This is an optimization exercise on Yosys and OpenROAD, whose aim is small area, not a production implementation.
Only simulation tests tie the RTL to the original design; equivalence was not proved.
In every run shown here, the design's own scripts or RTL, not TritonCTS, make the clock network.
No driver is modelled on the clock port, so clock power and skew are understated where the tree is cut down; a real chip needs a root buffer or a tree.
Power is estimated from default activity; no workload was simulated.

===== design/flow/config.mk =====
export PLATFORM = sky130hd
export DESIGN_NAME = fxmul_q88
export DESIGN_NICKNAME = fxmul_q88
export VERILOG_FILES = /design/flow/design.v
export SDC_FILE = /design/flow/constraint.sdc
export NUM_CORES = 4
export LEC_CHECK = 0
export ABC_AREA = 1
export CAP_MARGIN = 20
export CORE_MARGIN = 2
export CORE_UTILIZATION = 40
export SLEW_MARGIN = 20

===== design/flow/constraint.sdc =====
create_clock -name core_clock -period 10.0 [get_ports {clk}]
set_input_delay 2.0000 -clock core_clock [delete_from_list [all_inputs] [get_ports {clk}]]
set_output_delay 2.0000 -clock core_clock [all_outputs]
set_load 0.01 [all_outputs]

===== design/flow/design.v =====
module fxmul_q88 (
input signed [15:0] multiplicand,
input signed [15:0] multiplier,
output signed [15:0] o_result,
output overflow_flag,
input clk,
input reset
);
reg [15:0] acc;    
reg [7:0]  lo;     
reg [3:0]  cnt;    
reg        busy;   
wire zero3 = ~(cnt[0] | cnt[1] | cnt[2]);
wire fb = zero3 | (cnt[0] ^ cnt[3]);
wire last = cnt[3] & zero3;           
wire [3:0] cnt_next = reset ? 4'd0 : {cnt[2:0], fb};
wire [15:0] brow = {multiplier[4],  multiplier[5],  multiplier[6],  multiplier[11],
                    multiplier[9],  multiplier[7],  multiplier[12], ~multiplier[15],
                    multiplier[3],  multiplier[10], multiplier[8],  multiplier[14],
                    multiplier[2],  multiplier[13], multiplier[1],  multiplier[0]};
wire xsel = brow[cnt];
wire [15:0] pp;
genvar j;
generate for (j = 0; j < 15; j = j + 1) begin : g_pp
  assign pp[j] = multiplicand[j] ? xsel : last;
end endgenerate
assign pp[15] = multiplicand[15] ? ~xsel : ~last;
wire [16:0] c;
wire [15:0] s;
assign c[0] = 1'b1;
genvar k;
generate for (k = 0; k < 16; k = k + 1) begin : g_add
  assign s[k]   = acc[k] ^ pp[k] ^ c[k];
  assign c[k+1] = (acc[k] & pp[k]) | (c[k] & (acc[k] ^ pp[k]));
end endgenerate
wire [16:0] t = {c[16], s};
wire [8:0] top = {~acc[15], acc[14:7]};
always @(posedge clk) begin
  cnt  <= cnt_next;
  if (reset) begin
    acc  <= 16'd129;
    lo   <= 8'd0;
    busy <= 1'b1;
  end else begin
    busy <= busy & ~last;
    if (busy) begin
      acc <= t[16:1];
      lo  <= {t[0], lo[7:1]};
    end
  end
end
assign o_result = {acc[7:0], lo};
assign overflow_flag = ~((&top) | ~(|top));
endmodule

===== design/flow/flow/run.sh =====
#!/bin/bash
# Standard synthesis, then the logic between its registers replaced by a
# hand-mapped netlist (gen_netlist.py; the registers keep their names and
# cells), then the standard layout with the smallest port buffers and a
# two-buffer clock tree (cts_hook.tcl).
set -euo pipefail
R=orfs/results/${FLOW_PLATFORM}/fxmul_q88/base
export BUFFER_PORTS_ARGS="-buffer_cell sky130_fd_sc_hd__buf_1"
export PRE_CTS_TCL=$PWD/flow/cts_hook.tcl
export CLOCK_BUFFER_CELL=sky130_fd_sc_hd__clkbuf_8
export CLOCK_BUFFER_CELL2=sky130_fd_sc_hd__clkbuf_4
export CLOCK_SPLIT_FRACTION=0.62
bash standard.sh synth > synth.log 2>&1
cp $R/1_2_yosys.v std_1_2_yosys.v
python3 flow/gen_netlist.py std_1_2_yosys.v $R/1_2_yosys.v > gen.log 2>&1
touch $R/1_2_yosys.v
bash standard.sh > layout.log 2>&1

===== design/flow/flow/cts_hook.tcl =====
# Clock tree for a design this small: the registers, split by x position into
# two groups, each get one clock buffer (a clkbuf_8 for the larger group and
# a clkbuf_4 for the rest), both driven straight from the clock port.  No
# H-tree, no dummy loads.  Replaces clock_tree_synthesis for this run; the
# rest of ORFS's CTS step (placement legalisation, timing repair) runs as
# usual.
proc clock_tree_synthesis { args } {
  set loads [get_pins -of_objects [get_nets clk] -filter "direction == input"]
  set pl {}
  foreach p $loads {
    set bbox [[[sta::sta_to_db_pin $p] getInst] getBBox]
    lappend pl [list [expr {([$bbox xMin] + [$bbox xMax]) / 2}] $p]
  }
  set pl [lsort -integer -index 0 $pl]
  set n [llength $pl]
  set n1 [expr {int(round($n * $::env(CLOCK_SPLIT_FRACTION)))}]
  set g1 {}
  set g2 {}
  set i 0
  foreach e $pl {
    if { $i < $n1 } { lappend g1 [lindex $e 1] } else { lappend g2 [lindex $e 1] }
    incr i
  }
  puts "clock buffers: [llength $g1] and [llength $g2] clock pins"
  insert_buffer -buffer_cell $::env(CLOCK_BUFFER_CELL) -net clk -load_pins $g1 \
    -buffer_name clkbuf_0_clk -net_name clknet_0_clk
  insert_buffer -buffer_cell $::env(CLOCK_BUFFER_CELL2) -net clk -load_pins $g2 \
    -buffer_name clkbuf_1_clk -net_name clknet_1_clk
  set_propagated_clock [all_clocks]
}

===== design/flow/flow/gen_netlist.py =====
#!/usr/bin/env python3
"""Write a hand-mapped gate netlist of fxmul_q88 that keeps the standard
synthesis's registers (same instance names and cell types).

usage: gen_netlist.py STD_NETLIST OUT_NETLIST

The registers are read from STD_NETLIST (the standard synthesis of the RTL);
the logic between them is placed here cell by cell, following
rtl/fxmul_q88.v exactly (same next-state function for every register).
"""
import re
import sys

P = "sky130_fd_sc_hd__"

std = open(sys.argv[1]).read()
regs = {}
for cell, inst in re.findall(r"\b(" + P + r"\w*df\w*)\s+(\\\S+|\w+)\s*\(", std):
    name = inst.lstrip("\\").split("$")[0]
    regs[name] = (cell, inst)

want = (["acc[%d]" % i for i in range(16)] + ["lo[%d]" % i for i in range(8)]
        + ["cnt[%d]" % i for i in range(4)] + ["busy"])
missing = [w for w in want if w not in regs]
extra = [r for r in regs if r not in want]
if missing or extra:
    sys.exit("register mismatch: missing %s extra %s" % (missing, extra))

cells = []
n = [0]


def g(cell, **pins):
    n[0] += 1
    conn = ", ".join(".%s(%s)" % (p, v) for p, v in pins.items())
    cells.append("  %s%s g%d (%s);" % (P, cell, n[0], conn))


def ff(reg, d, de=None):
    cell, inst = regs[reg]
    base = cell[len(P):]
    q = Q(reg)
    if base.startswith("edfxtp"):
        assert de is not None, reg
        conn = ".CLK(clk), .D(%s), .DE(%s), .Q(%s)" % (d, de, q)
    elif base.startswith("dfxtp"):
        assert de is None, reg
        conn = ".CLK(clk), .D(%s), .Q(%s)" % (d, q)
    else:
        sys.exit("unexpected register cell %s for %s" % (cell, reg))
    if inst.startswith("\\"):
        inst = inst + " "
    cells.append("  %s %s(%s);" % (cell, inst, conn))


def Q(reg):
    # register outputs keep the RTL's names (acc[3], busy, ...)
    return reg


a = ["multiplicand[%d]" % i for i in range(16)]
b = ["multiplier[%d]" % i for i in range(16)]
load = "reset"
acc = [Q("acc[%d]" % i) for i in range(16)]
lo = [Q("lo[%d]" % i) for i in range(8)]
cnt = [Q("cnt[%d]" % i) for i in range(4)]
busy = Q("busy")

# xsel = brow[cnt]
# state v of the row counter stands for row ROW[v]
ROW = [0, 1, 13, 2, 14, 8, 10, 3, 15, 12, 7, 9, 11, 6, 5, 4]
# state 8 (row 15) takes ~b15
g("inv_1", A=b[15], Y="nb15")
br = [b[ROW[v]] if ROW[v] != 15 else "nb15" for v in range(16)]
for j in range(4):
    g("mux4_2", A0=br[4 * j], A1=br[4 * j + 1], A2=br[4 * j + 2], A3=br[4 * j + 3],
      S0=cnt[0], S1=cnt[1], X="m%d" % j)
g("mux4_2", A0="m0", A1="m1", A2="m2", A3="m3", S0=cnt[2], S1=cnt[3], X="xsel")
xsel = "xsel"

# last = cnt[3] & zero3 (zero3 = ~(cnt[0]|cnt[1]|cnt[2]), from the counter)
g("nand2_1", A=cnt[3], B="zero3", Y="nL")
# nX = ~xsel = ~(b_i ^ last), one inverter for bits 0..7, one for 8..15
g("inv_2", A=xsel, Y="nXa")
g("inv_2", A=xsel, Y="nXb")
# pp[j] = a[j] ? xsel : last   (j < 15), via inverting mux
for j in range(15):
    g("mux2i_1", A0="nL", A1="nXa" if j < 8 else "nXb", S=a[j], Y="pp%d" % j)
# pp[15] = a15 ? ~xsel : ~last
g("mux2_1", A0="nL", A1="nXb", S=a[15], X="pp15")

# adder, carry-in 1
g("xnor2_1", A=acc[0], B="pp0", Y="s0")
g("or2_1", A=acc[0], B="pp0", X="c1")
for k in range(1, 16):
    g("fa_1", A=acc[k], B="pp%d" % k, CIN="c%d" % k, COUT="c%d" % (k + 1), SUM="s%d" % k)
t = ["s%d" % k for k in range(16)] + ["c16"]

# hold selects: busyp = busy & ~reset, nbusyp = ~busy & ~reset, in two
# copies (a: acc[15:4], b: acc[3:0] and lo) to keep each net's fanout at 12
for h in "ab":
    g("nor2b_1", A=load, B_N=busy, Y="busyp_" + h)
    g("nor2_1", A=load, B=busy, Y="nbusyp_" + h)
# acc[15:8] <= reset ? 0 : busy ? t[16:9] : acc[15:8]
for k in range(8, 16):
    g("a22o_1", A1="busyp_a", A2=t[k + 1], B1="nbusyp_a", B2=acc[k], X="dacc%d" % k)
    ff("acc[%d]" % k, "dacc%d" % k)
# acc[7:0] <= reset ? K : busy ? t[8:1] : acc[7:0]   (K = 129)
for k in range(8):
    h = "a" if k >= 4 else "b"
    if k in (0, 7):
        g("a221o_1", A1="busyp_" + h, A2=t[k + 1], B1="nbusyp_" + h, B2=acc[k], C1=load, X="dacc%d" % k)
    else:
        g("a22o_1", A1="busyp_" + h, A2=t[k + 1], B1="nbusyp_" + h, B2=acc[k], X="dacc%d" % k)
    ff("acc[%d]" % k, "dacc%d" % k)
# lo <= reset ? 0 : busy ? {t[0], lo[7:1]} : lo
for k in range(8):
    g("a22o_1", A1="busyp_b", A2=t[0] if k == 7 else lo[k + 1], B1="nbusyp_b", B2=lo[k], X="dlo%d" % k)
    ff("lo[%d]" % k, "dlo%d" % k)

# cnt <= reset ? 0 : {cnt[2:0], fb},  fb = zero3 | (cnt[0] ^ cnt[3])
g("nor3_1", A=cnt[0], B=cnt[1], C=cnt[2], Y="zero3")
g("xor2_1", A=cnt[0], B=cnt[3], X="x03")
g("nor2_1", A="zero3", B="x03", Y="nfb")
g("nor2_1", A=load, B="nfb", Y="dc0")
for k in range(1, 4):
    g("nor2b_1", A=load, B_N=cnt[k - 1], Y="dc%d" % k)
for k in range(4):
    ff("cnt[%d]" % k, "dc%d" % k)

# busy <= reset | (busy & ~last)
g("a21o_1", A1=busy, A2="nL", B1=load, X="dbusy")
ff("busy", "dbusy")

# overflow_flag: acc[15:7] = S[31:23] (S[31] flipped) not all equal
g("nand4_1", A=acc[11], B=acc[12], C=acc[13], D=acc[14], Y="nh")
g("nand4_1", A=acc[7], B=acc[8], C=acc[9], D=acc[10], Y="nl")
g("nor4_1", A=acc[11], B=acc[12], C=acc[13], D=acc[14], Y="zh")
g("nor4_1", A=acc[7], B=acc[8], C=acc[9], D=acc[10], Y="zl")
g("nor3_1", A=acc[15], B="nh", C="nl", Y="ones")
g("a31oi_1", A1=acc[15], A2="zh", A3="zl", B1="ones", Y="ovf")

# outputs
assigns = []
for k in range(8):
    assigns.append("  assign o_result[%d] = %s;" % (k, lo[k]))
    assigns.append("  assign o_result[%d] = %s;" % (k + 8, acc[k]))
assigns.append("  assign overflow_flag = ovf;")

wires = set()
for line in cells:
    for v in re.findall(r"\.\w+\(([^)]*)\)", line):
        if "[" not in v and v not in ("clk", "reset") and v not in regs:
            wires.add(v)

out = ["module fxmul_q88 (multiplicand, multiplier, o_result, overflow_flag, clk, reset);",
       "  input [15:0] multiplicand;", "  input [15:0] multiplier;",
       "  output [15:0] o_result;", "  output overflow_flag;",
       "  input clk;", "  input reset;"]
out += ["  wire [15:0] acc;", "  wire [7:0] lo;", "  wire [3:0] cnt;",
        "  wire busy;"]
out += ["  wire %s;" % w for w in sorted(wires)]
out += cells + assigns + ["endmodule", ""]
open(sys.argv[2], "w").write("\n".join(out))
print("wrote %s: %d cells" % (sys.argv[2], len(cells)))

===== design/flow/standard.sh =====
#!/bin/bash
# synth_recipe.tcl (not shown) runs the flow's synth.tcl, then flattens the netlist and writes it again
# the make line also repeats each setting of config.mk as NAME=value (left out here)
make -C /OpenROAD-flow-scripts/flow DESIGN_CONFIG=/design/flow/config.mk WORK_HOME=/design/flow/orfs CLKGATE_MAP_FILE= SYNTH_SCRIPT=/design/flow/synth_recipe.tcl "${@:-finish}"

==> impl_metrics.env, run 1 <==
export IMPL_cp_slowest_cell="mux4_2"
export IMPL_crit_chain="buf_1, inv_1, mux4_2, mux4_2, inv_2, mux2i_1, or2_1, fa_1, fa_1, fa_1, fa_1, fa_1, fa_1, fa_1, fa_1, fa_1, fa_1, fa_1, fa_1, fa_1, fa_1, fa_1, a22o_1"
export IMPL_powerDensity_nw_per_um2=192
export IMPL_worstPathMaxFanout=2
export IMPL_die_y_um=65.3
export IMPL_dieArea_sq_um=4260
export IMPL_cp_required_ns=10.07
export IMPL_synthCells=113
export IMPL_hp_class="flip-flop to flip-flop"
export IMPL_hpwl_um=2260
export IMPL_nets=217
export IMPL_slowest_delay_ns=0.51
export IMPL_grt_max_degree=19
export IMPL_via_count=1139
export IMPL_std_cell_rows=22
export IMPL_finalSetupViolations=0
export IMPL_grt_overflow_total=0
export IMPL_grt_pass1_wl_um=5250
export IMPL_path_buf_inv=3
export IMPL_slew_viol_final=0
export IMPL_syn_to_final_growth_pct=18.4
export IMPL_drt_pass1_iter_count=4
export IMPL_pwr_share_clk=0.132
export IMPL_syn_cell_area_sq_um=1500
export IMPL_multiInputGateArea_sq_um=910
export IMPL_antenna_cells=0
export IMPL_clock_latency_ns=0.18
export IMPL_drt_iter0_drc=55
export IMPL_power_frac_seq=0.512
export IMPL_seq_area_sq_um=581
export IMPL_crit_family="adder cells"
export IMPL_drc=0
export IMPL_avgSynthCellArea_sq_um=13.3
export IMPL_swShare=0.347
export IMPL_n_fill_cell=364
export IMPL_irDropWorstVdd_v=0.000127
export IMPL_ctsResizeCount=0
export IMPL_drt_total_wl_um=2990
export IMPL_syn_num_nets=162
export IMPL_start_kind="primary input"
export IMPL_critPathKind="primary input to flip-flop"
export IMPL_period_needed_ns=9.57
export IMPL_design_area_sq_um=1780
export IMPL_start_util=0.413
export IMPL_yosysWarnings=1
export IMPL_routedWlPerCell_um=14.0
export IMPL_drive_gt1_frac=0.0602
export IMPL_cp_arrival_ns=9.64
export IMPL_hold_buffers=0
export IMPL_finalHoldViolCount=0
export IMPL_clock_skew_ns=0.0118
export IMPL_crit_top_cell="fa_1"
export IMPL_via_per_inst=5.32
export IMPL_max_cap_violations=0
export IMPL_ant_nets=0
export IMPL_core_sq_um=3630
export IMPL_grt_usage=0.149
export IMPL_cts_setup_buffers=0
export IMPL_gp_congestion=0.769
export IMPL_io_buffers=50
export IMPL_max_freq_mhz=104
export IMPL_p_leak_uw=0.000708
export IMPL_totalNegativeSetupSlack_ns=0
export IMPL_finalCritPeriodShare=0.957
export IMPL_status="finished clean"
export IMPL_worst_slew_pin_transition_ns=0.834
export IMPL_max_slew_margin_rel=0.442
export IMPL_rsz0062_at_grt="no"
export IMPL_die_w_um=65.3
export IMPL_p_comb_frac=0.357
export IMPL_antenna_found_initial=0
export IMPL_endpoint_kind="flip-flop"
export IMPL_internal_power_uw=223
export IMPL_clk_pin_slew_ns=0.12
export IMPL_io_pins=51
export IMPL_p_sw_uw=119
export IMPL_grt_pass1_vias=1188
export IMPL_placed_area_sq_um=1760
==> through the flow <==
stage | setup slack [ns] | total power (uW) | hold WS [ns] | utilization | cells
2_1_floorplan | 0.537 | 262 | 0.473 | - | 113
3_3_place_gp | 0.302 | 297 | 0.458 | 0.483 | 212
3_5_place_dp | 0.245 | 301 | 0.468 | 0.483 | 212
4_1_cts | 0.406 | 347 | 0.501 | 0.489 | 214
5_1_grt | 0.105 | 374 | 0.517 | 0.489 | 214
6_report | 0.427 | 342 | 0.492 | 0.489 | 214
==> placed cells by master (no fill, tap or decap) <==
| cell | n |
|---|---|
| clkbuf_8 | 1 |
| a21o_1 | 1 |
| nand2_1 | 1 |
| xnor2_1 | 1 |
| mux2_1 | 1 |
| mux4_2 | 5 |
| a221o_1 | 2 |
| or2_1 | 1 |
| buf_1 | 50 |
| dfxtp_1 | 29 |
| a31oi_1 | 1 |
| clkbuf_4 | 1 |
| nor3_1 | 2 |
| buf_4 | 1 |
| nor4_1 | 2 |
| inv_2 | 2 |
| nand4_1 | 2 |
| a22o_1 | 22 |
| xor2_1 | 1 |
| inv_1 | 1 |
| fa_1 | 15 |
| nor2b_1 | 5 |
| nor2_1 | 4 |
| mux2i_1 | 15 |
==> layer usage <==
metal | vias to the layer above | GRT usage | part of all wire
met3 | 4 | 0.0154 | 0.043
li1 | 538 | - | -
met4 | 0 | 0.0156 | 0.0090
met5 | - | 0 | 0
met1 | 571 | 0.200 | 0.45
met2 | 26 | 0.268 | 0.50
==> power by group through the flow <==
stage	clock network, uW	logic (uW)	registers, uW
global placement	0	119	177
detailed placement	0	122	178
CTS	47.2	124	176
floorplan	0	81.9	180
finish	45.0	122	175
global route	50.7	142	182
==> final timing paths <==
kind / from / to / slack [ns] / cells after the start
setup / recovery: multiplier[15] / acc[14] / 0.43 / 23
hold / removal: lo[0] / lo[0] / 0.49 / 1
setup reg to reg: cnt[0] / acc[14] / 1.70 / 21
hold reg to reg: lo[0] / lo[0] / 0.49 / 1
==> registers in the layout, summed over array words and instances, names as in the netlist <==
| register | count |
|---|---|
| busy | 1 |
| lo | 8 |
| acc | 16 |
| cnt | 4 |
==> cell type report, without the clock buffers <==
type,count,area share
multi-input cells,81,0.512
flip-flops and latches,29,0.327
repair buffers,51,0.110
well taps,48,0.0338
inverters,3,0.00633
==> run 2: changes to the inputs <==
--- a/design/flow/flow/gen_netlist.py
+++ b/design/flow/flow/gen_netlist.py
@@ -80,14 +80,13 @@
 
 # last = cnt[3] & zero3 (zero3 = ~(cnt[0]|cnt[1]|cnt[2]), from the counter)
 g("nand2_1", A=cnt[3], B="zero3", Y="nL")
-# nX = ~xsel = ~(b_i ^ last), one inverter for bits 0..7, one for 8..15
-g("inv_2", A=xsel, Y="nXa")
-g("inv_2", A=xsel, Y="nXb")
+# nX = ~xsel = ~(b_i ^ last)
+g("inv_4", A=xsel, Y="nX")
 # pp[j] = a[j] ? xsel : last   (j < 15), via inverting mux
 for j in range(15):
-    g("mux2i_1", A0="nL", A1="nXa" if j < 8 else "nXb", S=a[j], Y="pp%d" % j)
+    g("mux2i_1", A0="nL", A1="nX", S=a[j], Y="pp%d" % j)
 # pp[15] = a15 ? ~xsel : ~last
-g("mux2_1", A0="nL", A1="nXb", S=a[15], X="pp15")
+g("mux2_1", A0="nL", A1="nX", S=a[15], X="pp15")
 
 # adder, carry-in 1
 g("xnor2_1", A=acc[0], B="pp0", Y="s0")
==> impl_metrics.env, run 2 <==
export IMPL_hold_buffers=0
export IMPL_internal_power_uw=224
export IMPL_met1_usage=0.198
export IMPL_synthCells=112
export IMPL_worst_slew_pin_transition_ns=0.883
export IMPL_reg_largest_list="acc (16), lo (8), cnt (4)"
export IMPL_cp_slowest_cell="mux4_2"
export IMPL_finalHoldViolCount=0
export IMPL_die_w_um=65.2
export IMPL_core_sq_um=3630
export IMPL_cp_arrival_ns=9.67
export IMPL_totalNegativeSetupSlack_ns=0
export IMPL_io_buffers=50
export IMPL_crit_chain="buf_1, inv_1, mux4_2, mux4_2, inv_4, buf_4, mux2i_1, fa_1, fa_1, fa_1, fa_1, fa_1, fa_1, fa_1, fa_1, fa_1, fa_1, fa_1, fa_1, fa_1, fa_1, fa_1, a22o_1"
export IMPL_slowest_delay_ns=0.50
export IMPL_io_pins=51
export IMPL_start_kind="primary input"
export IMPL_pwr_share_clk=0.125
export IMPL_drc=0
export IMPL_layout_common_cells="50 x buf_1, 29 x dfxtp_1, 22 x a22o_1"
export IMPL_layout_commonest_cell="buf_1"
export IMPL_max_freq_mhz=104
export IMPL_worstPathMaxFanout=15
export IMPL_status="finished clean"
export IMPL_nets=216
export IMPL_powerDensity_nw_per_um2=193
export IMPL_final_setup_worst_slack_ns=0.400
export IMPL_regMostFlops="acc"
export IMPL_largest_reg_flops=16
export IMPL_routedWlPerCell_um=14.7
export IMPL_clock_latency_ns=0.16
export IMPL_syn_to_final_growth_pct=18.4
export IMPL_via_per_inst=5.20
export IMPL_antenna_found_initial=0
export IMPL_via_count=1107
export IMPL_grt_usage=0.154
export IMPL_slew_viol_final=0
export IMPL_drt_pass1_iter_count=4
export IMPL_critPathKind="primary input to flip-flop"
export IMPL_clock_skew_ns=0.00377
export IMPL_ant_nets=0
export IMPL_antenna_cells=0
export IMPL_grt_pass1_vias=1178
export IMPL_swShare=0.348
export IMPL_grt_max_degree=19
export IMPL_gp_congestion=0.734
export IMPL_path_buf_inv=4
export IMPL_grt_overflow_total=0
export IMPL_hpwl_um=2400
export IMPL_crit_top_cell="fa_1"
export IMPL_endpoint_kind="flip-flop"
export IMPL_busiest_layer="met2"
export IMPL_grt_pass1_wl_um=5290
export IMPL_start_util=0.413
export IMPL_finalCritPeriodShare=0.960
export IMPL_power_frac_seq=0.515
export IMPL_std_cell_rows=22
export IMPL_yosysWarnings=1
export IMPL_use_met2=0.287
export IMPL_max_cap_violations=0
export IMPL_max_slew_margin_rel=0.410
export IMPL_rsz0062_at_grt="no"
export IMPL_hp_class="flip-flop to flip-flop"
export IMPL_final_util=0.489
export IMPL_die_y_um=65.2
export IMPL_cts_setup_buffers=0
export IMPL_grt_met3_usage=0.0154
export IMPL_crit_family="adder cells"
export IMPL_finalSetupViolations=0
export IMPL_avgSynthCellArea_sq_um=13.4
export IMPL_drive_gt1_frac=0.0545
export IMPL_dieArea_sq_um=4260
export IMPL_irDropWorstVdd_v=0.000110
export IMPL_p_leak_uw=0.000704
export IMPL_dpl_worst_slack_ns=0.207
export IMPL_clk_pin_slew_ns=0.11
export IMPL_drt_iter0_drc=48
export IMPL_syn_num_nets=161
export IMPL_hold_ws_ns=0.489
export IMPL_drt_total_wl_um=3140
export IMPL_period_needed_ns=9.60
export IMPL_ctsResizeCount=0
export IMPL_p_comb_frac=0.360
export IMPL_cp_required_ns=10.07
export IMPL_syn_cell_area_sq_um=1500
export IMPL_p_sw_uw=119
==> run 2: layout make-up, without the clock buffers <==
type                       instances  area [sq um]
fill                             352          1860
multi-input combinational         81           910
sequential                        29           581
timing repair buffer              51           195
tap                               48          60.1
inverter                           2          10.0
==> run 2: worst paths after layout <==
kind	startpoint	to	slack [ns]	cells past startpoint
min reg2reg	lo[0]	lo[0]	0.49	1
max reg2reg	cnt[0]	acc[14]	1.67	21
max	multiplier[15]	acc[14]	0.40	23
min	lo[0]	lo[0]	0.49	1
==> run 2: power by group through the flow <==
stage          logic, uW  registers [uW]  clock network, uW
3_5_place_dp         124             181                  0
5_1_grt              141             184               48.4
3_3_place_gp         119             178                  0
6_report             124             177               42.8
2_1_floorplan       82.0             180                  0
4_1_cts              124             178               44.6
==> run 2: worst reg2reg max path: cells and delay by family, from the launching register on <==
| kind | cells | cell delay, ns |
|---|---|---|
| fa+ha+maj | 15 | 6.00 |
| mux | 3 | 1.19 |
| compound gates | 1 | 0.24 |
| buf+inv | 2 | 0.27 |
| flops | 1 | 0.55 |
==> run 2: layer usage <==
metal / part of all wire / vias up
met5: 0 / -
met4: 0.0054 / 0
met3: 0.047 / 2
met2: 0.52 / 24
met1: 0.43 / 546
li1: - / 535
==> run 2: metrics by stage <==
stage               total power, uW  instances  instance area [sq um]
floorplan                       262        112                   1500
global placement                298        211                   1760
detailed placement              304        211                   1760
CTS                             347        213                   1780
global route                    373        213                   1780
finish                          343        213                   1780
==> run 3: changes to the inputs <==
--- a/design/flow/flow/gen_netlist.py
+++ b/design/flow/flow/gen_netlist.py
@@ -81,7 +81,7 @@
 # last = cnt[3] & zero3 (zero3 = ~(cnt[0]|cnt[1]|cnt[2]), from the counter)
 g("nand2_1", A=cnt[3], B="zero3", Y="nL")
 # nX = ~xsel = ~(b_i ^ last)
-g("inv_4", A=xsel, Y="nX")
+g("inv_2", A=xsel, Y="nX")
 # pp[j] = a[j] ? xsel : last   (j < 15), via inverting mux
 for j in range(15):
     g("mux2i_1", A0="nL", A1="nX", S=a[j], Y="pp%d" % j)
--- a/design/flow/config.mk
+++ b/design/flow/config.mk
@@ -9,4 +9,5 @@
 export CAP_MARGIN = 20
 export CORE_MARGIN = 2
 export CORE_UTILIZATION = 40
+export GPL_TIMING_DRIVEN = 0
 export SLEW_MARGIN = 20
==> impl_metrics.env, run 3 <==
export IMPL_largest_reg_flops=16
export IMPL_drt_pass1_iter_count=4
export IMPL_reg2reg_from="cnt[0]"
export IMPL_layout_common_cells="50 x buf_1, 29 x dfxtp_1, 22 x a22o_1"
export IMPL_ctsResizeCount=0
export IMPL_grt_pass1_wl_um=4880
export IMPL_finalSetupViolations=0
export IMPL_reg2reg_depth=21
export IMPL_clock_skew_ns=0.00399
export IMPL_gp_congestion=0.766
export IMPL_r2r_end="acc[14]"
export IMPL_hold_buffers=0
export IMPL_via_count=1101
export IMPL_final_setup_worst_slack_ns=0.283
export IMPL_drc=0
export IMPL_grt_met3_usage=0.0120
export IMPL_hp_class="flip-flop to flip-flop"
export IMPL_yosysWarnings=1
export IMPL_worst_slew_pin_transition_ns=0.839
export IMPL_n_fill_cell=360
export IMPL_io_pins=51
export IMPL_cts_setup_buffers=0
export IMPL_drt_iter0_drc=40
export IMPL_period_needed_ns=9.72
export IMPL_worstPathMaxFanout=16
export IMPL_avgSynthCellArea_sq_um=13.4
export IMPL_layout_commonest_cell="buf_1"
export IMPL_design_area_sq_um=1770
export IMPL_drive_gt1_frac=0.0488
export IMPL_powerDensity_nw_per_um2=192
export IMPL_finalCritPeriodShare=0.972
export IMPL_endpoint_kind="flip-flop"
export IMPL_clock_latency_ns=0.16
export IMPL_r2r_slack_ns=1.58
export IMPL_dpl_worst_slack_ns=-0.00387
export IMPL_grt_pass1_vias=1097
export IMPL_clk_pin_slew_ns=0.11
export IMPL_reg_largest_list="acc (16), lo (8), cnt (4)"
export IMPL_cp_required_ns=10.07
export IMPL_start_kind="primary input"
export IMPL_drt_total_wl_um=2950
export IMPL_irDropWorstVdd_v=0.000107
export IMPL_grt_max_degree=19
export IMPL_via_per_inst=5.19
export IMPL_seq_area_sq_um=581
export IMPL_met1_usage=0.184
export IMPL_multiInputGateArea_sq_um=910
export IMPL_syn_cell_area_sq_um=1500
export IMPL_fin_total_pwr_uw=340
export IMPL_critPathLaunch="multiplier[15]"
export IMPL_max_freq_mhz=103
export IMPL_dieArea_sq_um=4250
export IMPL_crit_end="acc[14]"
export IMPL_placed_area_sq_um=1750
export IMPL_hpwl_um=2240
export IMPL_die_y_um=65.2
export IMPL_p_leak_uw=0.000699
export IMPL_start_util=0.412
export IMPL_min_path_cells=1
export IMPL_use_met2=0.260
export IMPL_ant_nets=0
export IMPL_antenna_cells=0
export IMPL_critPathKind="primary input to flip-flop"
export IMPL_antenna_found_initial=0
export IMPL_std_cell_rows=22
export IMPL_cp_arrival_ns=9.78
export IMPL_regMostFlops="acc"
export IMPL_io_buffers=50
export IMPL_die_w_um=65.2
export IMPL_core_sq_um=3630
export IMPL_busiest_layer="met2"
export IMPL_grt_overflow_total=0
export IMPL_synthCells=112
export IMPL_finalHoldViolCount=0
export IMPL_routedWlPerCell_um=13.9
export IMPL_status="finished clean"
export IMPL_grt_usage=0.140
export IMPL_slew_viol_final=0
export IMPL_nets=215
export IMPL_max_cap_violations=0
export IMPL_rsz0062_at_grt="no"
export IMPL_max_slew_margin_rel=0.439
export IMPL_syn_to_final_growth_pct=18.3
export IMPL_syn_num_nets=161
run 3: report_power, final:
part           switching (uW)  internal [uW]
clock network            27.8           14.1
logic                    55.6           65.8
registers                33.7            142
total                     117            222
run 3: metal layers:
metal | routed length, um | part of all wire | up-vias
met4 | 17 | 0.0058 | 0
met3 | 148 | 0.050 | 2
met5 | 0 | 0 | -
met2 | 1490 | 0.51 | 27
li1 | - | - | 536
met1 | 1290 | 0.44 | 536
run 3: worst max-delay path, cell delays in order:
cell and delay (ns):
buf_1 0.07, inv_1 0.04, mux4_2 0.45, mux4_2 0.52
inv_6 0.15, mux2i_1 0.11, or2_1 0.27, fa_1 0.39
fa_1 0.39, fa_1 0.38, fa_1 0.39, fa_1 0.39
fa_1 0.39, fa_1 0.40, fa_1 0.39, fa_1 0.39
fa_1 0.39, fa_1 0.42, fa_1 0.40, fa_1 0.40
fa_1 0.40, fa_1 0.43, a22o_1 0.23
run 3: through the flow:
step,util,hold WS (ns),std cells,TNS [ns]
after detailed placement,0.480,0.476,210,-0.00387
after global routing,0.488,0.514,212,0
after global placement,0.480,0.460,210,0
after floorplan,-,0.473,112,0
final,0.488,0.491,212,0
after CTS,0.486,0.501,212,0
run 3: worst min-delay path by stage:
| stage | from | to | slack (ns) |
|---|---|---|---|
| after floorplan | cnt[2] | cnt[3] | 0.47 |
| after global placement | lo[0] | lo[0] | 0.46 |
| after detailed placement | lo[0] | lo[0] | 0.48 |
| after CTS | lo[0] | lo[0] | 0.50 |
| after global routing | lo[0] | lo[0] | 0.51 |
| final | lo[0] | lo[0] | 0.49 |
run 3: layout make-up, without the clock buffers:
cell class,count,share of cell area
inverters,2,0.00706
multi-input cells,81,0.513
flip-flops and latches,29,0.328
well taps,48,0.0339
repair buffers,50,0.106
==> run 4: changes to the inputs <==
--- a/design/flow/config.mk
+++ b/design/flow/config.mk
@@ -10,4 +10,5 @@
 export CORE_MARGIN = 2
 export CORE_UTILIZATION = 40
 export GPL_TIMING_DRIVEN = 0
+export SETUP_SLACK_MARGIN = -0.3
 export SLEW_MARGIN = 20
==> impl_metrics.env, run 4 <==
export IMPL_drt_total_wl_um=2950
export IMPL_crit_chain="buf_1, inv_1, mux4_2, mux4_2, inv_2, mux2i_1, or2_1, fa_1, fa_1, fa_1, fa_1, fa_1, fa_1, fa_1, fa_1, fa_1, fa_1, fa_1, fa_1, fa_1, fa_1, fa_1, a22o_1"
export IMPL_io_pins=51
export IMPL_die_y_um=65.2
export IMPL_drc=0
export IMPL_dpl_worst_slack_ns=-0.00387
export IMPL_cp_slowest_cell="mux4_2"
export IMPL_p_sw_uw=117
export IMPL_largest_reg_flops=16
export IMPL_finalSetupViolations=0
export IMPL_crit_top_cell="fa_1"
export IMPL_syn_num_nets=161
export IMPL_r2r_end="acc[14]"
export IMPL_met1_usage=0.184
export IMPL_critPathLaunch="multiplier[15]"
export IMPL_max_freq_mhz=102
export IMPL_avgSynthCellArea_sq_um=13.4
export IMPL_max_slew_margin_rel=0.439
export IMPL_use_met2=0.260
export IMPL_max_cap_violations=0
export IMPL_reg2reg_depth=21
export IMPL_via_per_inst=5.19
export IMPL_layout_commonest_cell="buf_1"
export IMPL_hold_start="lo[0]"
export IMPL_r2r_slack_ns=1.48
export IMPL_routedWlPerCell_um=13.9
export IMPL_io_buffers=50
export IMPL_slowest_delay_ns=0.48
export IMPL_p_leak_uw=0.000699
export IMPL_path_buf_inv=3
export IMPL_cts_setup_buffers=0
export IMPL_std_cell_rows=22
export IMPL_hp_class="flip-flop to flip-flop"
export IMPL_cp_required_ns=10.07
export IMPL_regMostFlops="acc"
export IMPL_worstPathMaxFanout=16
export IMPL_layout_common_cells="50 x buf_1, 29 x dfxtp_1, 22 x a22o_1"
export IMPL_syn_cell_area_sq_um=1500
export IMPL_p_comb_frac=0.356
export IMPL_antenna_found_initial=0
export IMPL_reg2reg_from="cnt[0]"
export IMPL_design_area_sq_um=1770
export IMPL_n_fill_cell=360
export IMPL_start_util=0.412
export IMPL_antenna_cells=0
export IMPL_grt_max_degree=19
export IMPL_slew_viol_final=0
export IMPL_power_frac_seq=0.520
export IMPL_gp_congestion=0.766
export IMPL_hold_buffers=0
export IMPL_grt_met3_usage=0.0120
export IMPL_totalNegativeSetupSlack_ns=0
export IMPL_finalHoldViolCount=0
export IMPL_die_w_um=65.2
export IMPL_via_count=1101
export IMPL_yosysWarnings=1
export IMPL_clock_skew_ns=0.00399
export IMPL_busiest_layer="met2"
export IMPL_path_depth=23
export IMPL_clock_latency_ns=0.16
export IMPL_drive_gt1_frac=0.0488
export IMPL_final_setup_worst_slack_ns=0.186
export IMPL_endpoint_kind="flip-flop"
export IMPL_grt_pass1_vias=1097
export IMPL_core_sq_um=3630
export IMPL_finalCritPeriodShare=0.981
export IMPL_status="finished clean"
export IMPL_drt_iter0_drc=39
export IMPL_clk_pin_slew_ns=0.11
export IMPL_nets=215
export IMPL_ctsResizeCount=0
export IMPL_final_util=0.486
export IMPL_hpwl_um=2240
export IMPL_powerDensity_nw_per_um2=192
export IMPL_crit_end="acc[14]"
export IMPL_irDropWorstVdd_v=0.000107
export IMPL_ant_nets=0
export IMPL_swShare=0.344
export IMPL_grt_usage=0.140
export IMPL_critPathKind="primary input to flip-flop"
export IMPL_grt_pass1_wl_um=4880
export IMPL_drt_pass1_iter_count=4
export IMPL_internal_power_uw=222
export IMPL_worst_slew_pin_transition_ns=0.839
export IMPL_start_kind="primary input"
export IMPL_pwr_share_clk=0.124
export IMPL_period_needed_ns=9.81
export IMPL_reg_largest_list="acc (16), lo (8), cnt (4)"
export IMPL_dieArea_sq_um=4250
export IMPL_placed_area_sq_um=1750
export IMPL_grt_overflow_total=0
export IMPL_syn_to_final_growth_pct=18.0
export IMPL_crit_family="adder cells"
export IMPL_synthCells=112
export IMPL_cp_arrival_ns=9.88
==> run 4: power by group through the flow <==
| stage | clock network (uW) | registers, uW | logic (uW) |
|---|---|---|---|
| 2_1_floorplan | 0 | 180 | 81.5 |
| 3_3_place_gp | 0 | 178 | 116 |
| 3_5_place_dp | 0 | 179 | 121 |
| 4_1_cts | 44.0 | 177 | 121 |
| 5_1_grt | 48.6 | 182 | 136 |
| 6_report | 41.9 | 176 | 120 |
==> run 4: per-stage QoR <==
| step | hold slack (ns) | total power [uW] | instances |
|---|---|---|---|
| 2_1_floorplan | 0.473 | 261 | 112 |
| 3_3_place_gp | 0.460 | 294 | 210 |
| 3_5_place_dp | 0.476 | 300 | 210 |
| 4_1_cts | 0.501 | 342 | 212 |
| 5_1_grt | 0.514 | 367 | 212 |
| 6_report | 0.491 | 339 | 212 |
==> run 4: layout make-up, without the clock buffers <==
class                           count  area (sq um)  share of cell area
Inverter                            2          7.51             0.00425
Multi-Input combinational cell     81           910               0.515
Sequential cell                    29           581               0.329
Tap cell                           48          60.1              0.0340
Timing Repair Buffer               50           188               0.106
==> run 4: worst register-to-register path, stage by stage, from the launching register on <==
cell and delay (ns):
dfxtp_1 0.55, mux4_2 0.55, mux4_2 0.48, inv_2 0.25, mux2i_1 0.16, or2_1 0.27, fa_1 0.40, fa_1 0.39
fa_1 0.38, fa_1 0.39, fa_1 0.39, fa_1 0.39, fa_1 0.40, fa_1 0.39, fa_1 0.39, fa_1 0.39
fa_1 0.42, fa_1 0.40, fa_1 0.40, fa_1 0.40, fa_1 0.43, a22o_1 0.23
==> run 4: routing by layer <==
metal,routed length (um),vias to the layer above
met3,148,2
met1,1290,536
met4,17,0
met5,0,-
li1,-,536
met2,1490,27
==> run 4: worst min-delay path by stage <==
stage / end / slack [ns] / cells after the start
after floorplan: cnt[3] / 0.47 / 1
after CTS: lo[0] / 0.50 / 1
after global routing: lo[0] / 0.51 / 1
after detailed placement: lo[0] / 0.48 / 1
after global placement: lo[0] / 0.46 / 1
final: lo[0] / 0.49 / 1
==> run 5: changes to the inputs <==
--- a/design/flow/flow/gen_netlist.py
+++ b/design/flow/flow/gen_netlist.py
@@ -80,11 +80,13 @@
 
 # last = cnt[3] & zero3 (zero3 = ~(cnt[0]|cnt[1]|cnt[2]), from the counter)
 g("nand2_1", A=cnt[3], B="zero3", Y="nL")
-# nX = ~xsel = ~(b_i ^ last)
+# nX = ~xsel = ~(b_i ^ last); bit 0 (the start of the carry chain) gets
+# an inverter of its own
+g("inv_1", A=xsel, Y="nX0")
 g("inv_2", A=xsel, Y="nX")
 # pp[j] = a[j] ? xsel : last   (j < 15), via inverting mux
 for j in range(15):
-    g("mux2i_1", A0="nL", A1="nX", S=a[j], Y="pp%d" % j)
+    g("mux2i_1", A0="nL", A1="nX0" if j == 0 else "nX", S=a[j], Y="pp%d" % j)
 # pp[15] = a15 ? ~xsel : ~last
 g("mux2_1", A0="nL", A1="nX", S=a[15], X="pp15")
 
--- a/design/flow/config.mk
+++ b/design/flow/config.mk
@@ -9,6 +9,4 @@
 export CAP_MARGIN = 20
 export CORE_MARGIN = 2
 export CORE_UTILIZATION = 40
-export GPL_TIMING_DRIVEN = 0
-export SETUP_SLACK_MARGIN = -0.3
 export SLEW_MARGIN = 20
==> impl_metrics.env, run 5 <==
export IMPL_drt_total_wl_um=3010
export IMPL_critPathKind="primary input to flip-flop"
export IMPL_io_buffers=50
export IMPL_status="finished clean"
export IMPL_max_cap_violations=0
export IMPL_start_kind="primary input"
export IMPL_design_area_sq_um=1780
export IMPL_yosysWarnings=1
export IMPL_hold_start="cnt[2]"
export IMPL_holdPathEnd="cnt[3]"
export IMPL_largest_reg_flops=16
export IMPL_worst_slew_pin_transition_ns=0.841
export IMPL_drive_gt1_frac=0.0542
export IMPL_period_needed_ns=9.55
export IMPL_grt_overflow_total=0
export IMPL_drc=0
export IMPL_die_y_um=65.3
export IMPL_clk_pin_slew_ns=0.11
export IMPL_syn_num_nets=162
export IMPL_hold_buffers=0
export IMPL_core_sq_um=3630
export IMPL_cp_arrival_ns=9.61
export IMPL_via_count=1149
export IMPL_die_w_um=65.3
export IMPL_antenna_found_initial=0
export IMPL_start_util=0.413
export IMPL_hp_class="flip-flop to flip-flop"
export IMPL_avgSynthCellArea_sq_um=13.3
export IMPL_syn_to_final_growth_pct=18.4
export IMPL_regMostFlops="acc"
export IMPL_cts_setup_buffers=0
export IMPL_r2r_slack_ns=1.73
export IMPL_clock_latency_ns=0.16
export IMPL_grt_usage=0.147
export IMPL_totalNegativeSetupSlack_ns=0
export IMPL_io_pins=51
export IMPL_drt_pass1_iter_count=4
export IMPL_drt_iter0_drc=58
export IMPL_n_fill_cell=356
export IMPL_placed_area_sq_um=1760
export IMPL_final_util=0.489
export IMPL_clock_skew_ns=0.00276
export IMPL_ctsResizeCount=0
export IMPL_ant_nets=0
export IMPL_finalSetupViolations=0
export IMPL_max_slew_margin_rel=0.438
export IMPL_reg2reg_depth=21
export IMPL_finalCritPeriodShare=0.955
export IMPL_rsz0062_at_grt="no"
export IMPL_irDropWorstVdd_v=0.0000948
export IMPL_layout_commonest_cell="buf_1"
export IMPL_antenna_cells=0
export IMPL_reg_largest_list="acc (16), lo (8), cnt (4)"
export IMPL_grt_max_degree=19
export IMPL_endpoint_kind="flip-flop"
export IMPL_slew_viol_final=0
export IMPL_via_per_inst=5.37
export IMPL_min_path_cells=1
export IMPL_synthCells=113
export IMPL_worstPathMaxFanout=2
export IMPL_powerDensity_nw_per_um2=191
export IMPL_gp_congestion=0.778
export IMPL_std_cell_rows=22
export IMPL_routedWlPerCell_um=14.1
export IMPL_cp_required_ns=10.07
export IMPL_finalHoldViolCount=0
export IMPL_grt_pass1_vias=1156
export IMPL_reg2reg_from="cnt[0]"
export IMPL_hpwl_um=2320
export IMPL_grt_pass1_wl_um=5110
export IMPL_dieArea_sq_um=4260
export IMPL_layout_common_cells="50 x buf_1, 29 x dfxtp_1, 22 x a22o_1"
export IMPL_syn_cell_area_sq_um=1500
export IMPL_r2r_end="acc[14]"
export IMPL_max_freq_mhz=105
export IMPL_nets=217
export IMPL_p_leak_uw=0.000709
[run 5: power by group]
| group | switching, uW | leakage, uW | internal [uW] |
|---|---|---|---|
| sequential | 33.5 | 0.000239 | 142 |
| combinational | 55.3 | 0.000458 | 66.8 |
| clock | 28.0 | 0.0000118 | 14.1 |
[run 5: worst max-delay path: stages]
cell	delay (ns)
buf_1	0.06
inv_1	0.03
mux4_2	0.45
mux4_2	0.50
inv_1	0.07
mux2i_1	0.09
or2_1	0.26
fa_1	0.38
fa_1	0.39
fa_1	0.39
fa_1	0.38
fa_1	0.38
fa_1	0.39
fa_1	0.40
fa_1	0.39
fa_1	0.39
fa_1	0.39
fa_1	0.39
fa_1	0.40
fa_1	0.41
fa_1	0.39
fa_1	0.44
a22o_1	0.24
[run 5: how the worst max path moves through the flow]
stage	start	to	slack (ns)	depth (start not counted)
finish	multiplier[15]	acc[14]	0.45	23
global route	multiplier[15]	acc[14]	0.16	23
CTS	multiplier[15]	acc[14]	0.41	23
detailed placement	multiplier[15]	acc[14]	0.21	23
global placement	multiplier[15]	acc[14]	0.34	23
floorplan	multiplier[4]	acc[14]	0.62	21
[run 5: final cells by class, without the clock buffers]
type	count	area (sq um)	share of cell area
sequential	29	581	0.327
timing repair buffer	51	195	0.110
inverter	3	11.3	0.00633
tap	48	60.1	0.0338
multi-input combinational	81	910	0.512
[run 5: per-stage QoR]
step / setup slack, ns / power, uW / cells / hold slack (ns)
final: 0.455 / 340 / 214 / 0.509
after global routing: 0.161 / 369 / 214 / 0.531
after CTS: 0.410 / 346 / 214 / 0.514
after detailed placement: 0.210 / 304 / 212 / 0.486
after global placement: 0.345 / 297 / 212 / 0.459
after floorplan: 0.621 / 261 / 113 / 0.473
[run 5: per-layer routing]
layer	GRT usage	share of wire	vias up	routed length [um]
li1	-	-	541	-
met1	0.170	0.39	573	1170
met2	0.297	0.55	32	1660
met3	0.0154	0.051	3	154
met4	0.0156	0.0090	0	27
met5	0	0	-	0
==> run 6: changes to the inputs <==
--- a/design/flow/flow/gen_netlist.py
+++ b/design/flow/flow/gen_netlist.py
@@ -80,13 +80,11 @@
 
 # last = cnt[3] & zero3 (zero3 = ~(cnt[0]|cnt[1]|cnt[2]), from the counter)
 g("nand2_1", A=cnt[3], B="zero3", Y="nL")
-# nX = ~xsel = ~(b_i ^ last); bit 0 (the start of the carry chain) gets
-# an inverter of its own
-g("inv_1", A=xsel, Y="nX0")
+# nX = ~xsel = ~(b_i ^ last)
 g("inv_2", A=xsel, Y="nX")
 # pp[j] = a[j] ? xsel : last   (j < 15), via inverting mux
 for j in range(15):
-    g("mux2i_1", A0="nL", A1="nX0" if j == 0 else "nX", S=a[j], Y="pp%d" % j)
+    g("mux2i_1", A0="nL", A1="nX", S=a[j], Y="pp%d" % j)
 # pp[15] = a15 ? ~xsel : ~last
 g("mux2_1", A0="nL", A1="nX", S=a[15], X="pp15")
 
@@ -97,18 +95,17 @@
     g("fa_1", A=acc[k], B="pp%d" % k, CIN="c%d" % k, COUT="c%d" % (k + 1), SUM="s%d" % k)
 t = ["s%d" % k for k in range(16)] + ["c16"]
 
-# hold selects: busyp = busy & ~reset, nbusyp = ~busy & ~reset, in two
-# copies (a: acc[15:4], b: acc[3:0] and lo) to keep each net's fanout at 12
-for h in "ab":
-    g("nor2b_1", A=load, B_N=busy, Y="busyp_" + h)
-    g("nor2_1", A=load, B=busy, Y="nbusyp_" + h)
+# hold selects: busyp = busy & ~reset, nbusyp = ~busy & ~reset (fanout 24,
+# hence the x2 drive)
+g("nor2b_2", A=load, B_N=busy, Y="busyp_a")
+g("nor2_2", A=load, B=busy, Y="nbusyp_a")
 # acc[15:8] <= reset ? 0 : busy ? t[16:9] : acc[15:8]
 for k in range(8, 16):
     g("a22o_1", A1="busyp_a", A2=t[k + 1], B1="nbusyp_a", B2=acc[k], X="dacc%d" % k)
     ff("acc[%d]" % k, "dacc%d" % k)
 # acc[7:0] <= reset ? K : busy ? t[8:1] : acc[7:0]   (K = 129)
 for k in range(8):
-    h = "a" if k >= 4 else "b"
+    h = "a"
     if k in (0, 7):
         g("a221o_1", A1="busyp_" + h, A2=t[k + 1], B1="nbusyp_" + h, B2=acc[k], C1=load, X="dacc%d" % k)
     else:
@@ -116,7 +113,7 @@
     ff("acc[%d]" % k, "dacc%d" % k)
 # lo <= reset ? 0 : busy ? {t[0], lo[7:1]} : lo
 for k in range(8):
-    g("a22o_1", A1="busyp_b", A2=t[0] if k == 7 else lo[k + 1], B1="nbusyp_b", B2=lo[k], X="dlo%d" % k)
+    g("a22o_1", A1="busyp_a", A2=t[0] if k == 7 else lo[k + 1], B1="nbusyp_a", B2=lo[k], X="dlo%d" % k)
     ff("lo[%d]" % k, "dlo%d" % k)
 
 # cnt <= reset ? 0 : {cnt[2:0], fb},  fb = zero3 | (cnt[0] ^ cnt[3])
--- a/design/flow/config.mk
+++ b/design/flow/config.mk
@@ -9,4 +9,6 @@
 export CAP_MARGIN = 20
 export CORE_MARGIN = 2
 export CORE_UTILIZATION = 40
+export GPL_TIMING_DRIVEN = 0
+export SETUP_SLACK_MARGIN = -0.3
 export SLEW_MARGIN = 20
==> impl_metrics.env, run 6 <==
export IMPL_drt_pass1_iter_count=4
export IMPL_worstPathMaxFanout=16
export IMPL_grt_usage=0.152
export IMPL_max_cap_violations=0
export IMPL_start_util=0.411
export IMPL_period_needed_ns=9.83
export IMPL_grt_overflow_total=0
export IMPL_r2r_end="acc[14]"
export IMPL_finalHoldViolCount=0
export IMPL_clk_pin_slew_ns=0.11
export IMPL_die_y_um=65.1
export IMPL_min_path_cells=1
export IMPL_clock_latency_ns=0.17
export IMPL_hold_ws_ns=0.499
export IMPL_hold_buffers=0
export IMPL_finalCritPeriodShare=0.983
export IMPL_ctsResizeCount=0
export IMPL_dieArea_sq_um=4240
export IMPL_slew_viol_final=0
export IMPL_largest_reg_flops=16
export IMPL_io_pins=51
export IMPL_stdcell_count=210
export IMPL_reg2reg_from="cnt[0]"
export IMPL_die_w_um=65.1
export IMPL_powerDensity_nw_per_um2=194
export IMPL_gp_congestion=0.765
export IMPL_reg_largest_list="acc (16), lo (8), cnt (4)"
export IMPL_cp_required_ns=10.07
export IMPL_via_count=1098
export IMPL_worst_slew_pin_transition_ns=0.982
export IMPL_layout_common_cells="50 x buf_1, 29 x dfxtp_1, 22 x a22o_1"
export IMPL_p_leak_uw=0.000696
export IMPL_std_cell_rows=22
export IMPL_core_sq_um=3630
export IMPL_grt_pass1_vias=1144
export IMPL_drt_total_wl_um=3060
export IMPL_start_kind="primary input"
export IMPL_cp_arrival_ns=9.90
export IMPL_holdPathEnd="lo[0]"
export IMPL_via_per_inst=5.23
export IMPL_top_layer="met4"
export IMPL_status="finished clean"
export IMPL_drt_iter0_drc=29
export IMPL_drc=0
export IMPL_hpwl_um=2280
export IMPL_nets=213
export IMPL_met2_wirelength_um=1550
export IMPL_layout_commonest_cell="buf_1"
export IMPL_endpoint_kind="flip-flop"
export IMPL_io_buffers=50
export IMPL_hp_class="flip-flop to flip-flop"
export IMPL_syn_num_nets=159
export IMPL_drive_gt1_frac=0.0617
export IMPL_placed_area_sq_um=1740
export IMPL_hold_start="lo[0]"
export IMPL_yosysWarnings=1
export IMPL_finalSetupViolations=0
export IMPL_grt_pass1_wl_um=5180
export IMPL_grt_max_degree=25
export IMPL_routedWlPerCell_um=14.6
export IMPL_max_slew_margin_rel=0.345
export IMPL_irDropWorstVdd_v=0.0000913
export IMPL_cts_setup_buffers=0
export IMPL_wl_met1_um=1370
export IMPL_antenna_found_initial=0
export IMPL_clock_skew_ns=0.00973
export IMPL_max_freq_mhz=102
export IMPL_synthCells=110
export IMPL_wl_met3_um=125
export IMPL_syn_to_final_growth_pct=18.0
export IMPL_syn_cell_area_sq_um=1490
export IMPL_placed_cells=208
export IMPL_critPathKind="primary input to flip-flop"
export IMPL_ant_nets=0
export IMPL_critPathLaunch="multiplier[15]"
export IMPL_regMostFlops="acc"
export IMPL_antenna_cells=0
export IMPL_design_area_sq_um=1760
export IMPL_reg2reg_depth=21
export IMPL_avgSynthCellArea_sq_um=13.6
export IMPL_r2r_slack_ns=1.42
run 6: final cells by class, without the clock buffers:
cell class / count / area [sq um]
multi-input combinational: 79 / 905
timing repair buffer: 50 / 188
tap: 48 / 60.1
sequential: 29 / 581
fill: 374 / 1870
inverter: 2 / 7.51
run 6: layer usage:
layer  vias up  track usage
li1        529            -
met1       544        0.208
met2        23        0.276
met3         2       0.0122
met4         0       0.0104
met5         -            0
run 6: through the flow:
stage                     worst slack, ns   util  power, uW  TNS [ns]
after global routing               -0.139  0.485        372    -0.203
after detailed placement          -0.0580  0.479        302   -0.0722
after global placement             0.0767  0.479        293         0
after floorplan                     0.487      -        261         0
after CTS                           0.119  0.485        346         0
final                               0.171  0.485        342         0
run 6: where the power goes:
part / internal [uW] / switching [uW]
Clock: 14.2 / 30.4
Sequential: 142 / 34.1
Combinational: 65.7 / 55.2
run 6: how the worst max path moves through the flow:
stage | to | slack [ns] | depth (start not counted)
after floorplan | acc[14] | 0.49 | 21
after detailed placement | acc[14] | -0.06 | 23
final | acc[14] | 0.17 | 23
after CTS | acc[14] | 0.12 | 23
after global routing | acc[14] | -0.14 | 23
after global placement | acc[14] | 0.08 | 23
run 6: critical path, cell delays in order:
cell     delay [ns]
buf_1          0.06
inv_1          0.03
mux4_2         0.45
mux4_2         0.48
inv_2          0.24
mux2i_1        0.16
or2_1          0.27
fa_1           0.39
fa_1           0.41
fa_1           0.40
fa_1           0.39
fa_1           0.39
fa_1           0.39
fa_1           0.39
fa_1           0.39
fa_1           0.39
fa_1           0.39
fa_1           0.42
fa_1           0.39
fa_1           0.40
fa_1           0.40
fa_1           0.43
a22o_1         0.24

-- afterwards: timing with drivers on the ports --
The flow's constraints put no driver on any port. The routed layouts listed below were extracted and timed again, unchanged, in two steps.
Step 1 (the two cells are an assumption about what drives the block):
set clk [get_ports {clk}]
set_driving_cell -lib_cell sky130_fd_sc_hd__clkbuf_16 $clk
set_driving_cell -lib_cell sky130_fd_sc_hd__buf_2 [delete_from_list [all_inputs] $clk]
Step 2 also shifts input and output timing later by t, the mid clock arrival at the registers, as if the neighbouring blocks saw the same clock.
Slacks: ideal / step 1 / step 2; pairs: ideal / step 1.
| run | shift t [ns] | setup slack, ns | latest minus earliest clock arrival (ns) |
|---|---|---|---|
| run 1 | 0.201 | 0.427 / 0.426 / 0.225 | 0.012 / 0.012 |
| run 2 | 0.193 | 0.400 / 0.401 / 0.209 | 0.003 / 0.003 |
| run 3 | 0.192 | 0.283 / 0.290 / 0.098 | 0.004 / 0.004 |
| run 4 | 0.192 | 0.186 / 0.193 / 0.001 | 0.004 / 0.004 |
| run 5 | 0.193 | 0.455 / 0.461 / 0.269 | 0.003 / 0.003 |
| run 6 | 0.200 | 0.171 / 0.177 / -0.022 | 0.010 / 0.011 |
With both steps, setup timing fails in run 6, where it was met with ideal ports. For run 1, which loses most, drivers alone change the setup slack by -0.001 ns; drivers and shift together by -0.202 ns.
